This design comes from an exercise in tuning for small area and a short achievable clock period on the open sky130 flow, not from production work. Power and IR drop assume default switching activity.

==> inputs of run D <==
// core_pipeline
module core_pipeline
    #(
      parameter ADDRESS_SIZE = 10,
      parameter DATA_SIZE = 32
     )
    (
    input wire i_clk,
    input wire i_rst_n,
    input wire i_sys_stop,
    input wire i_sys_start,
    input wire signed [DATA_SIZE - 1:0] i_data,
    input wire [15:0] i_instruction,
    output wire o_read,
    output wire o_write,
    output wire [ADDRESS_SIZE - 1:0] o_address,
    output wire signed [DATA_SIZE - 1:0] o_data,
    output wire [ADDRESS_SIZE - 1:0] o_program_counter
    );
    reg r_sys_halt;
    always @(posedge i_clk)
    begin
        if (i_sys_stop)
            r_sys_halt <= 1'b1;
        else if (i_sys_start)
            r_sys_halt <= 1'b0;
    end
    reg [ADDRESS_SIZE - 1:0] r_pc;      
    reg [15:0] r_ir_read;               
    reg [15:0] r_ir_exec;               
    reg        r_wr_we;                 
    reg        r_wr_load;               
    reg [2:0]  r_wr_dest;               
    reg [DATA_SIZE - 1:0] r_wr_result;  
    reg [DATA_SIZE - 1:0] r_rf [0:7];   
    wire [15:0] ir = r_ir_exec;
    wire g_alu  = ir[15:14] == 2'b11;
    wire g_brl  = ir[15:14] == 2'b01;
    wire g_mem  = ir[15:14] == 2'b00;
    wire g_ctrl = ir[15:14] == 2'b10;
    wire i_arith = g_alu & ~ir[13];
    wire i_logic = g_alu & ir[13] & ~ir[9];
    wire i_halt  = g_alu & ir[9];
    wire i_loadc = g_mem & (ir[13:12] == 2'b01);
    reg r_ex_store, r_ex_load;           
    wire i_store = r_ex_store;
    wire i_load  = r_ex_load;
    wire i_shl   = g_brl & ir[13];
    wire i_shr   = g_brl & ~ir[13];
    wire ex_we = (g_alu & ~ir[9]) | g_brl | i_loadc | i_load;
    wire [2:0] ex_dest = g_mem ? ir[10:8] : ir[8:6];
    wire [15:0] ir_rd = r_ir_read;
    wire [2:0] rd_idx_p = ir_rd[2:0];
    wire [2:0] rd_idx_q = (ir_rd[15:14] == 2'b11) ? ir_rd[5:3] :
                          (ir_rd[15:14] == 2'b00) ? ir_rd[10:8] : ir_rd[8:6];
    wire rd_fwd_p = ex_we & (ex_dest == rd_idx_p);
    wire rd_fwd_q = ex_we & (ex_dest == rd_idx_q);
    reg [7:0] r_sel_p, r_sel_q;
    reg r_fwd_p_res, r_fwd_p_ld, r_fwd_q_res, r_fwd_q_ld;
    integer s;
    always @(posedge i_clk)
    begin
  ...
export LEC_CHECK = 0
export CAP_MARGIN = 20
export CORE_MARGIN = 2
export CORE_UTILIZATION = 40
export PLACE_DENSITY = 0.45
export SETUP_SLACK_MARGIN = 3.0
export SLEW_MARGIN = 20
export SYNTH_HIERARCHICAL = 1
export BUFFER_PORTS_ARGS = -buffer_cell sky130_fd_sc_hd__buf_4
create_clock -name core_clock -period 7.0 [get_ports {i_clk}]
standard.sh (not shown) runs the stock make flow with config.mk's settings and CLKGATE_MAP_FILE= SYNTH_SCRIPT=/design/flow/synth_recipe.tcl, a recipe that flattens the netlist after the stock synthesis.
==> flow/flow/run.sh <==
#!/bin/bash
# Layout flow: the standard flow (standard.sh, unchanged synthesis),
# with the port buffers made of buf_4 cells instead of the slow delay-cell
# buffers the resizer otherwise picks (and cannot resize away).
set -euo pipefail
echo 'export BUFFER_PORTS_ARGS = -buffer_cell sky130_fd_sc_hd__buf_4' >> config.mk
bash standard.sh > standard_flow.log 2>&1
==> inputs of run P, as changes to run D <==
--- a/flow/design.v
+++ b/flow/design.v
@@ -1,117 +1,105 @@
 `timescale 1ns / 1ps
 module rf_read_port
     #(parameter DATA_SIZE = 32)
     (
     input wire [8 * DATA_SIZE - 1:0] i_rf,
-    input wire [7:0] i_sel,
+    input wire [2:0] i_idx,
     input wire i_fwd_res,
-    input wire [DATA_SIZE - 1:0] i_wr_result,
     input wire i_fwd_ld,
-    input wire [DATA_SIZE - 1:0] i_data,
+    input wire [DATA_SIZE - 1:0] i_wr_result,
     output reg [DATA_SIZE - 1:0] o_value
     );
     integer k;
     always @(*)
     begin
-        o_value = ({DATA_SIZE{i_fwd_res}} & i_wr_result) | ({DATA_SIZE{i_fwd_ld}} & i_data);
+        o_value = {DATA_SIZE{i_fwd_res}} & i_wr_result;
         for (k = 0; k < 8; k = k + 1)
-            o_value = o_value | ({DATA_SIZE{i_sel[k]}} & i_rf[k * DATA_SIZE +: DATA_SIZE]);
+            o_value = o_value |
+                ({DATA_SIZE{~i_fwd_res & ~i_fwd_ld & (i_idx == k)}} & i_rf[k * DATA_SIZE +: DATA_SIZE]);
     end
 endmodule
+module late_operand
+    #(parameter DATA_SIZE = 32)
+    (
+    input wire [DATA_SIZE - 1:0] i_value,
+    input wire i_ld,
+    input wire [DATA_SIZE - 1:0] i_data,
+    output wire [DATA_SIZE - 1:0] o_value
+    );
+    assign o_value = i_value | ({DATA_SIZE{i_ld}} & i_data);
+endmodule
 module add_unit
     #(parameter DATA_SIZE = 32)
     (
     input wire [DATA_SIZE - 1:0] i_q,
     input wire [DATA_SIZE - 1:0] i_p,
     input wire i_sub,
     output wire [DATA_SIZE - 1:0] o_sum,
     output wire [DATA_SIZE - 1:0] o_and,
     output wire [DATA_SIZE - 1:0] o_xor,
     output wire [DATA_SIZE - 1:0] o_nor
     );
     wire [DATA_SIZE - 1:0] c;
-    wire [DATA_SIZE - 1:0] b;
-    add_xor #(.DATA_SIZE(DATA_SIZE)) INV (.i_q(i_p), .i_p({DATA_SIZE{i_sub}}), .o_xor(b));
-    add_xor #(.DATA_SIZE(DATA_SIZE)) PROP (.i_q(i_q), .i_p(b), .o_xor(o_xor));
-    add_and #(.DATA_SIZE(DATA_SIZE)) GEN (.i_q(i_q), .i_b(b), .o_and(o_and), .o_nor(o_nor));
+    add_xor #(.DATA_SIZE(DATA_SIZE)) PROP (.i_q(i_q), .i_p(i_p), .i_sub(i_sub), .o_xor(o_xor));
+    add_and #(.DATA_SIZE(DATA_SIZE)) GEN (.i_q(i_q), .i_p(i_p), .i_sub(i_sub), .o_and(o_and), .o_nor(o_nor));
     add_prefix #(.DATA_SIZE(DATA_SIZE)) CARRY (.i_g(o_and), .i_p(o_xor), .i_cin(i_sub), .o_c(c));
     add_sum #(.DATA_SIZE(DATA_SIZE)) SUM (.i_p(o_xor), .i_c(c), .o_sum(o_sum));
 endmodule
 module add_xor
     #(parameter DATA_SIZE = 32)
     (
     input wire [DATA_SIZE - 1:0] i_q,
     input wire [DATA_SIZE - 1:0] i_p,
+    input wire i_sub,
     output wire [DATA_SIZE - 1:0] o_xor
     );
-    assign o_xor = i_q ^ i_p;
+    assign o_xor = i_q ^ i_p ^ {DATA_SIZE{i_sub}};
 endmodule
 module add_and
     #(parameter DATA_SIZE = 32)
     (
     input wire [DATA_SIZE - 1:0] i_q,
-    input wire [DATA_SIZE - 1:0] i_b,
+    input wire [DATA_SIZE - 1:0] i_p,
+    input wire i_sub,
     output wire [DATA_SIZE - 1:0] o_and,
     output wire [DATA_SIZE - 1:0] o_nor
     );
-    assign o_and = i_q & i_b;
-    assign o_nor = ~(i_q | i_b);
+    wire [DATA_SIZE - 1:0] b = i_p ^ {DATA_SIZE{i_sub}};
+    assign o_and = i_q & b;
+    assign o_nor = ~(i_q | b);
 endmodule
 module add_prefix
     #(parameter DATA_SIZE = 32)
     (
     input wire [DATA_SIZE - 1:0] i_g,
     input wire [DATA_SIZE - 1:0] i_p,
     input wire i_cin,
     output wire [DATA_SIZE - 1:0] o_c
     );
-    localparam H = DATA_SIZE / 2;
     wire [DATA_SIZE - 1:0] pg [0:5];
     wire [DATA_SIZE - 1:0] pp [0:5];
     assign pg[0] = {i_g[DATA_SIZE - 2:0], i_cin};
     assign pp[0] = {i_p[DATA_SIZE - 2:0], 1'b0};
     genvar l, j;
     generate
         for (l = 0; l < 5; l = l + 1) begin : pfx
-            wire [H - 1:0] g_hi, p_hi, g_lo, p_lo, g_out, p_out;
             for (j = 0; j < DATA_SIZE; j = j + 1) begin : pos
                 if ((j >> l) & 1) begin : comb
-                    localparam integer K = ((j >> (l + 1)) << l) + (j & ((1 << l) - 1));
-                    assign g_hi[K] = pg[l][j];
-                    assign p_hi[K] = pp[l][j];
-                    assign g_lo[K] = pg[l][((j >> l) << l) - 1];
-                    assign p_lo[K] = pp[l][((j >> l) << l) - 1];
-                    assign pg[l + 1][j] = g_out[K];
-                    assign pp[l + 1][j] = p_out[K];
+                    assign pg[l + 1][j] = pg[l][j] | (pp[l][j] & pg[l][((j >> l) << l) - 1]);
+                    assign pp[l + 1][j] = pp[l][j] & pp[l][((j >> l) << l) - 1];
                 end else begin : pass
                     assign pg[l + 1][j] = pg[l][j];
                     assign pp[l + 1][j] = pp[l][j];
                 end
             end
-            add_prefix_level #(.H(H), .WITH_P(l < 4)) LVL (
-                .i_g_hi(g_hi), .i_p_hi(p_hi), .i_g_lo(g_lo), .i_p_lo(p_lo),
-                .o_g(g_out), .o_p(p_out));
         end
     endgenerate
     assign o_c = pg[5];
 endmodule
-module add_prefix_level
-    #(parameter H = 16, parameter WITH_P = 1)
-    (
-    input wire [H - 1:0] i_g_hi,
-    input wire [H - 1:0] i_p_hi,
-    input wire [H - 1:0] i_g_lo,
-    input wire [H - 1:0] i_p_lo,
-    output wire [H - 1:0] o_g,
-    output wire [H - 1:0] o_p
-    );
-    assign o_g = i_g_hi | (i_p_hi & i_g_lo);
-    assign o_p = WITH_P ? (i_p_hi & i_p_lo) : {H{1'b0}};
-endmodule
 module add_sum
     #(parameter DATA_SIZE = 32)
     (
     input wire [DATA_SIZE - 1:0] i_p,
     input wire [DATA_SIZE - 1:0] i_c,
     output wire [DATA_SIZE - 1:0] o_sum
     );
@@ -133,27 +121,17 @@
         begin
             for (k = 0; k < DATA_SIZE; k = k + 1)
                 rev[k] = x[DATA_SIZE - 1 - k];
         end
     endfunction
     assign o_fill = i_arith & i_q[DATA_SIZE - 1];
     wire [DATA_SIZE - 1:0] sh_in = i_left ? rev(i_q) : i_q;
-    wire [3:0] a = 4'b0001 << i_n[1:0];
-    wire [3:0] b = 4'b0001 << i_n[3:2];
-    wire [DATA_SIZE + 2:0] x0 = {{3{o_fill}}, sh_in};
-    wire [DATA_SIZE - 1:0] x1, x2;
-    wire [DATA_SIZE + 11:0] x1e = {{12{o_fill}}, x1};
-    genvar i;
-    generate
-        for (i = 0; i < DATA_SIZE; i = i + 1) begin : bitx
-            assign x1[i] = (a[0] & x0[i]) | (a[1] & x0[i + 1]) | (a[2] & x0[i + 2]) | (a[3] & x0[i + 3]);
-            assign x2[i] = (b[0] & x1e[i]) | (b[1] & x1e[i + 4]) | (b[2] & x1e[i + 8]) | (b[3] & x1e[i + 12]);
-        end
-    endgenerate
-    assign o_value = i_n[4] ? {{16{o_fill}}, x2[DATA_SIZE - 1:16]} : x2;
+    wire signed [DATA_SIZE:0] sh_ext = {o_fill, sh_in};
+    wire signed [DATA_SIZE:0] sh_a = sh_ext >>> i_n;
+    assign o_value = sh_a[DATA_SIZE - 1:0];
 endmodule
 `timescale 1ns / 1ps
 module core_pipeline
     #(
       parameter ADDRESS_SIZE = 10,
       parameter DATA_SIZE = 32
      )
@@ -191,54 +169,54 @@
     wire g_brl  = ir[15:14] == 2'b01;
     wire g_mem  = ir[15:14] == 2'b00;
     wire g_ctrl = ir[15:14] == 2'b10;
     wire i_arith = g_alu & ~ir[13];
     wire i_logic = g_alu & ir[13] & ~ir[9];
     wire i_halt  = g_alu & ir[9];
     wire i_loadc = g_mem & (ir[13:12] == 2'b01);
-    reg r_ex_store, r_ex_load;           
-    wire i_store = r_ex_store;
-    wire i_load  = r_ex_load;
+    wire i_store = g_mem & (ir[13:12] == 2'b10);
+    wire i_load  = g_mem & (ir[13:12] == 2'b11);
     wire i_shl   = g_brl & ir[13];
     wire i_shr   = g_brl & ~ir[13];
     wire ex_we = (g_alu & ~ir[9]) | g_brl | i_loadc | i_load;
     wire [2:0] ex_dest = g_mem ? ir[10:8] : ir[8:6];
     wire [15:0] ir_rd = r_ir_read;
     wire [2:0] rd_idx_p = ir_rd[2:0];
     wire [2:0] rd_idx_q = (ir_rd[15:14] == 2'b11) ? ir_rd[5:3] :
                           (ir_rd[15:14] == 2'b00) ? ir_rd[10:8] : ir_rd[8:6];
     wire rd_fwd_p = ex_we & (ex_dest == rd_idx_p);
     wire rd_fwd_q = ex_we & (ex_dest == rd_idx_q);
-    reg [7:0] r_sel_p, r_sel_q;
+    reg [2:0] r_idx_q;
     reg r_fwd_p_res, r_fwd_p_ld, r_fwd_q_res, r_fwd_q_ld;
-    integer s;
     always @(posedge i_clk)
     begin
         if (~r_sys_halt)
         begin
-            for (s = 0; s < 8; s = s + 1)
-            begin
-                r_sel_p[s] <= ~rd_fwd_p & (rd_idx_p == s);
-                r_sel_q[s] <= ~rd_fwd_q & (rd_idx_q == s);
-            end
+            r_idx_q <= rd_idx_q;
             r_fwd_p_res <= rd_fwd_p & ~i_load;
             r_fwd_p_ld <= rd_fwd_p & i_load;
             r_fwd_q_res <= rd_fwd_q & ~i_load;
             r_fwd_q_ld <= rd_fwd_q & i_load;
         end
     end
+    wire [2:0] idx_p = ir[2:0];
+    wire [2:0] idx_q = r_idx_q;
     wire [8 * DATA_SIZE - 1:0] rf_flat = {r_rf[7], r_rf[6], r_rf[5], r_rf[4],
                                           r_rf[3], r_rf[2], r_rf[1], r_rf[0]};
-    wire [DATA_SIZE - 1:0] op_p, op_q;
+    wire [DATA_SIZE - 1:0] rf_p, rf_q, op_p, op_q;
     rf_read_port #(.DATA_SIZE(DATA_SIZE)) READ_P (
-        .i_rf(rf_flat), .i_sel(r_sel_p), .i_fwd_res(r_fwd_p_res), .i_wr_result(r_wr_result),
-        .i_fwd_ld(r_fwd_p_ld), .i_data(i_data), .o_value(op_p));
+        .i_rf(rf_flat), .i_idx(idx_p), .i_fwd_res(r_fwd_p_res), .i_fwd_ld(r_fwd_p_ld),
+        .i_wr_result(r_wr_result), .o_value(rf_p));
     rf_read_port #(.DATA_SIZE(DATA_SIZE)) READ_Q (
-        .i_rf(rf_flat), .i_sel(r_sel_q), .i_fwd_res(r_fwd_q_res), .i_wr_result(r_wr_result),
-        .i_fwd_ld(r_fwd_q_ld), .i_data(i_data), .o_value(op_q));
+        .i_rf(rf_flat), .i_idx(idx_q), .i_fwd_res(r_fwd_q_res), .i_fwd_ld(r_fwd_q_ld),
+        .i_wr_result(r_wr_result), .o_value(rf_q));
+    late_operand #(.DATA_SIZE(DATA_SIZE)) OP_P (
+        .i_value(rf_p), .i_ld(r_fwd_p_ld), .i_data(i_data), .o_value(op_p));
+    late_operand #(.DATA_SIZE(DATA_SIZE)) OP_Q (
+        .i_value(rf_q), .i_ld(r_fwd_q_ld), .i_data(i_data), .o_value(op_q));
     wire [DATA_SIZE - 1:0] w_wr_value = r_wr_load ? i_data : r_wr_result;
     wire sub = ~ir[13] & ir[12];
     wire [DATA_SIZE - 1:0] sum, g0, p0, n0;
     add_unit #(.DATA_SIZE(DATA_SIZE)) ADDER (
         .i_q(op_q), .i_p(op_p), .i_sub(sub),
         .o_sum(sum), .o_and(g0), .o_xor(p0), .o_nor(n0));
     wire lg_a = i_logic & (ir[11] ? ir[12] : ~ir[12]);                       
@@ -301,32 +279,26 @@
     assign o_program_counter = r_pc;
     always @(posedge i_clk, negedge i_rst_n)
     begin
         if (~i_rst_n)
         begin
             r_ir_read[15:11] <= 5'd0;
             r_ir_exec[15:11] <= 5'd0;
-            r_ex_store <= 1'b0;
-            r_ex_load <= 1'b0;
         end
         else if (~r_sys_halt)
         begin
             if (take)
             begin
                 r_ir_read[15:11] <= 5'd0;
                 r_ir_exec[15:11] <= 5'd0;
-                r_ex_store <= 1'b0;
-                r_ex_load <= 1'b0;
             end
             else
             begin
                 r_ir_read[15:11] <= i_instruction[15:11];
                 r_ir_exec[15:11] <= r_ir_read[15:11];
-                r_ex_store <= (r_ir_read[15:12] == 4'b0010);
-                r_ex_load <= (r_ir_read[15:12] == 4'b0011);
             end
         end
     end
     always @(posedge i_clk)
     begin
         if (~r_sys_halt)
         begin
==> flow/run.sh (new file) <==
#!/bin/bash
# synth_recipe.tcl (not shown) runs the flow's synth.tcl, then flattens the netlist and writes it again
# the make line also repeats each setting of config.mk as NAME=value (left out here)
make -C /OpenROAD-flow-scripts/flow DESIGN_CONFIG=/design/flow/config.mk WORK_HOME=/design/flow/orfs CLKGATE_MAP_FILE= SYNTH_SCRIPT=/design/flow/synth_recipe.tcl finish
ABC_AREA = 1   (was unset)
BUFFER_PORTS_ARGS = unset   (was -buffer_cell sky130_fd_sc_hd__buf_4)
SETUP_SLACK_MARGIN = 1.5   (was 3.0)
removed: flow/flow/run.sh
removed: flow/standard.sh
==> inputs of run F, as changes to run D <==
--- a/flow/design.v
+++ b/flow/design.v
@@ -1,23 +1,21 @@
 `timescale 1ns / 1ps
 module rf_read_port
     #(parameter DATA_SIZE = 32)
     (
     input wire [8 * DATA_SIZE - 1:0] i_rf,
     input wire [7:0] i_sel,
-    input wire i_fwd_res,
-    input wire [DATA_SIZE - 1:0] i_wr_result,
-    input wire i_fwd_ld,
-    input wire [DATA_SIZE - 1:0] i_data,
+    input wire i_fwd,
+    input wire [DATA_SIZE - 1:0] i_wr_value,
     output reg [DATA_SIZE - 1:0] o_value
     );
     integer k;
     always @(*)
     begin
-        o_value = ({DATA_SIZE{i_fwd_res}} & i_wr_result) | ({DATA_SIZE{i_fwd_ld}} & i_data);
+        o_value = {DATA_SIZE{i_fwd}} & i_wr_value;
         for (k = 0; k < 8; k = k + 1)
             o_value = o_value | ({DATA_SIZE{i_sel[k]}} & i_rf[k * DATA_SIZE +: DATA_SIZE]);
     end
 endmodule
 module add_unit
     #(parameter DATA_SIZE = 32)
     (
@@ -133,27 +131,17 @@
         begin
             for (k = 0; k < DATA_SIZE; k = k + 1)
                 rev[k] = x[DATA_SIZE - 1 - k];
         end
     endfunction
     assign o_fill = i_arith & i_q[DATA_SIZE - 1];
     wire [DATA_SIZE - 1:0] sh_in = i_left ? rev(i_q) : i_q;
-    wire [3:0] a = 4'b0001 << i_n[1:0];
-    wire [3:0] b = 4'b0001 << i_n[3:2];
-    wire [DATA_SIZE + 2:0] x0 = {{3{o_fill}}, sh_in};
-    wire [DATA_SIZE - 1:0] x1, x2;
-    wire [DATA_SIZE + 11:0] x1e = {{12{o_fill}}, x1};
-    genvar i;
-    generate
-        for (i = 0; i < DATA_SIZE; i = i + 1) begin : bitx
-            assign x1[i] = (a[0] & x0[i]) | (a[1] & x0[i + 1]) | (a[2] & x0[i + 2]) | (a[3] & x0[i + 3]);
-            assign x2[i] = (b[0] & x1e[i]) | (b[1] & x1e[i + 4]) | (b[2] & x1e[i + 8]) | (b[3] & x1e[i + 12]);
-        end
-    endgenerate
-    assign o_value = i_n[4] ? {{16{o_fill}}, x2[DATA_SIZE - 1:16]} : x2;
+    wire signed [DATA_SIZE:0] sh_ext = {o_fill, sh_in};
+    wire signed [DATA_SIZE:0] sh_a = sh_ext >>> i_n;
+    assign o_value = sh_a[DATA_SIZE - 1:0];
 endmodule
 `timescale 1ns / 1ps
 module core_pipeline
     #(
       parameter ADDRESS_SIZE = 10,
       parameter DATA_SIZE = 32
      )
@@ -205,41 +193,37 @@
     wire [15:0] ir_rd = r_ir_read;
     wire [2:0] rd_idx_p = ir_rd[2:0];
     wire [2:0] rd_idx_q = (ir_rd[15:14] == 2'b11) ? ir_rd[5:3] :
                           (ir_rd[15:14] == 2'b00) ? ir_rd[10:8] : ir_rd[8:6];
     wire rd_fwd_p = ex_we & (ex_dest == rd_idx_p);
     wire rd_fwd_q = ex_we & (ex_dest == rd_idx_q);
     reg [7:0] r_sel_p, r_sel_q;
-    reg r_fwd_p_res, r_fwd_p_ld, r_fwd_q_res, r_fwd_q_ld;
+    reg r_fwd_p, r_fwd_q;
     integer s;
     always @(posedge i_clk)
     begin
         if (~r_sys_halt)
         begin
             for (s = 0; s < 8; s = s + 1)
             begin
                 r_sel_p[s] <= ~rd_fwd_p & (rd_idx_p == s);
                 r_sel_q[s] <= ~rd_fwd_q & (rd_idx_q == s);
             end
-            r_fwd_p_res <= rd_fwd_p & ~i_load;
-            r_fwd_p_ld <= rd_fwd_p & i_load;
-            r_fwd_q_res <= rd_fwd_q & ~i_load;
-            r_fwd_q_ld <= rd_fwd_q & i_load;
+            r_fwd_p <= rd_fwd_p;
+            r_fwd_q <= rd_fwd_q;
         end
     end
     wire [8 * DATA_SIZE - 1:0] rf_flat = {r_rf[7], r_rf[6], r_rf[5], r_rf[4],
                                           r_rf[3], r_rf[2], r_rf[1], r_rf[0]};
     wire [DATA_SIZE - 1:0] op_p, op_q;
+    wire [DATA_SIZE - 1:0] w_wr_value = r_wr_load ? i_data : r_wr_result;
     rf_read_port #(.DATA_SIZE(DATA_SIZE)) READ_P (
-        .i_rf(rf_flat), .i_sel(r_sel_p), .i_fwd_res(r_fwd_p_res), .i_wr_result(r_wr_result),
-        .i_fwd_ld(r_fwd_p_ld), .i_data(i_data), .o_value(op_p));
+        .i_rf(rf_flat), .i_sel(r_sel_p), .i_fwd(r_fwd_p), .i_wr_value(w_wr_value), .o_value(op_p));
     rf_read_port #(.DATA_SIZE(DATA_SIZE)) READ_Q (
-        .i_rf(rf_flat), .i_sel(r_sel_q), .i_fwd_res(r_fwd_q_res), .i_wr_result(r_wr_result),
-        .i_fwd_ld(r_fwd_q_ld), .i_data(i_data), .o_value(op_q));
-    wire [DATA_SIZE - 1:0] w_wr_value = r_wr_load ? i_data : r_wr_result;
+        .i_rf(rf_flat), .i_sel(r_sel_q), .i_fwd(r_fwd_q), .i_wr_value(w_wr_value), .o_value(op_q));
     wire sub = ~ir[13] & ir[12];
     wire [DATA_SIZE - 1:0] sum, g0, p0, n0;
     add_unit #(.DATA_SIZE(DATA_SIZE)) ADDER (
         .i_q(op_q), .i_p(op_p), .i_sub(sub),
         .o_sum(sum), .o_and(g0), .o_xor(p0), .o_nor(n0));
     wire lg_a = i_logic & (ir[11] ? ir[12] : ~ir[12]);                       
     wire lg_x = i_logic & (ir[12] ? ~(ir[11] | ir[10]) : (ir[11] | ir[10]));  
CORE_UTILIZATION = 55   (was 40)
PLACE_DENSITY = 0.65   (was 0.45)
==> impl_results.md <==
- Die ar.: 0.0441 mm2
- Status: complete, no violations
- Grt met3 use: 0.113
- Mean Syn Cell Area: 9.47 um2
- Grt met2 use: 0.653
- Switching pwr: 5560 uW
- Startpoint types: input pin
- WP data arrival: 2970 ps
- Crit path time final: 4370 ps
- CP bufs+invs: 4
- Clock-cell share of area: 0.0428
- Drt wl/cell: 29.1 um
the above is filed under run F

==> impl_results.md <==
- Longest Clk Path Bufs: 3
- HP Class: reg2reg
- Die ar.: 0.0605 mm2
- Mean Syn Cell Area: 9.48 um2
- Switching pwr: 4880 uW
- Clock-cell share of area: 0.0524
- CP bufs+invs: 3
- Grt met2 use: 0.528
- Grt met3 use: 0.0576
- Status: complete, no violations
- Drt wl/cell: 30.6 um
- Crit path time final: 4040 ps
the above is filed under run D

==> impl_results.md <==
- Clk root buf: clkbuf_16
- Drt wl/cell: 22.9 um
- Grt met2 use: 0.508
- Grt met3 use: 0.0408
- Peak supply drop: 200 uV
- Switching pwr: 5540 uW
- WP data arrival: 3970 ps
- Worst Path Max Fanout: 81
- Clock-cell share of area: 0.0456
- Crit path time final: 5370 ps
- Element type at the critical path end: output port
- Status: complete, no violations
- Die ar.: 0.0739 mm2
- Startpoint types: flip-flop
the above is filed under run P

Function was not checked in any run of this note: the RTL went through the layout flow alone.

what the ideal ports hide:
Ports are ideal in the flow. The routed layouts listed here were re-timed in OpenROAD.
Step 1: set_driving_cell puts a clkbuf_16 on i_clk and a buf_2 on each other input, an assumption about the parent block.
Step 2 also shifts input and output timing later by t, the mid clock arrival at the registers, as if the neighbouring blocks saw the same clock.
Three values: no drivers, after step 1, after step 2; two values: the first two.
run	t, ns	setup slack, ns	hold slack, ns	pins driven straight from the clock port
run D	0.654	2.959 / 2.893 / 2.323	0.451 / 0.451 / 0.451	1
run P	0.668	1.627 / 1.553 / 1.935	0.450 / 0.450 / 0.450	1
run F	0.636	2.631 / 2.587 / 2.079	0.450 / 0.450 / 0.450	1
After both steps setup and hold are still met in every run listed. For run D, which loses most, drivers alone change the setup slack by -0.066 ns; drivers and shift together by -0.636 ns.
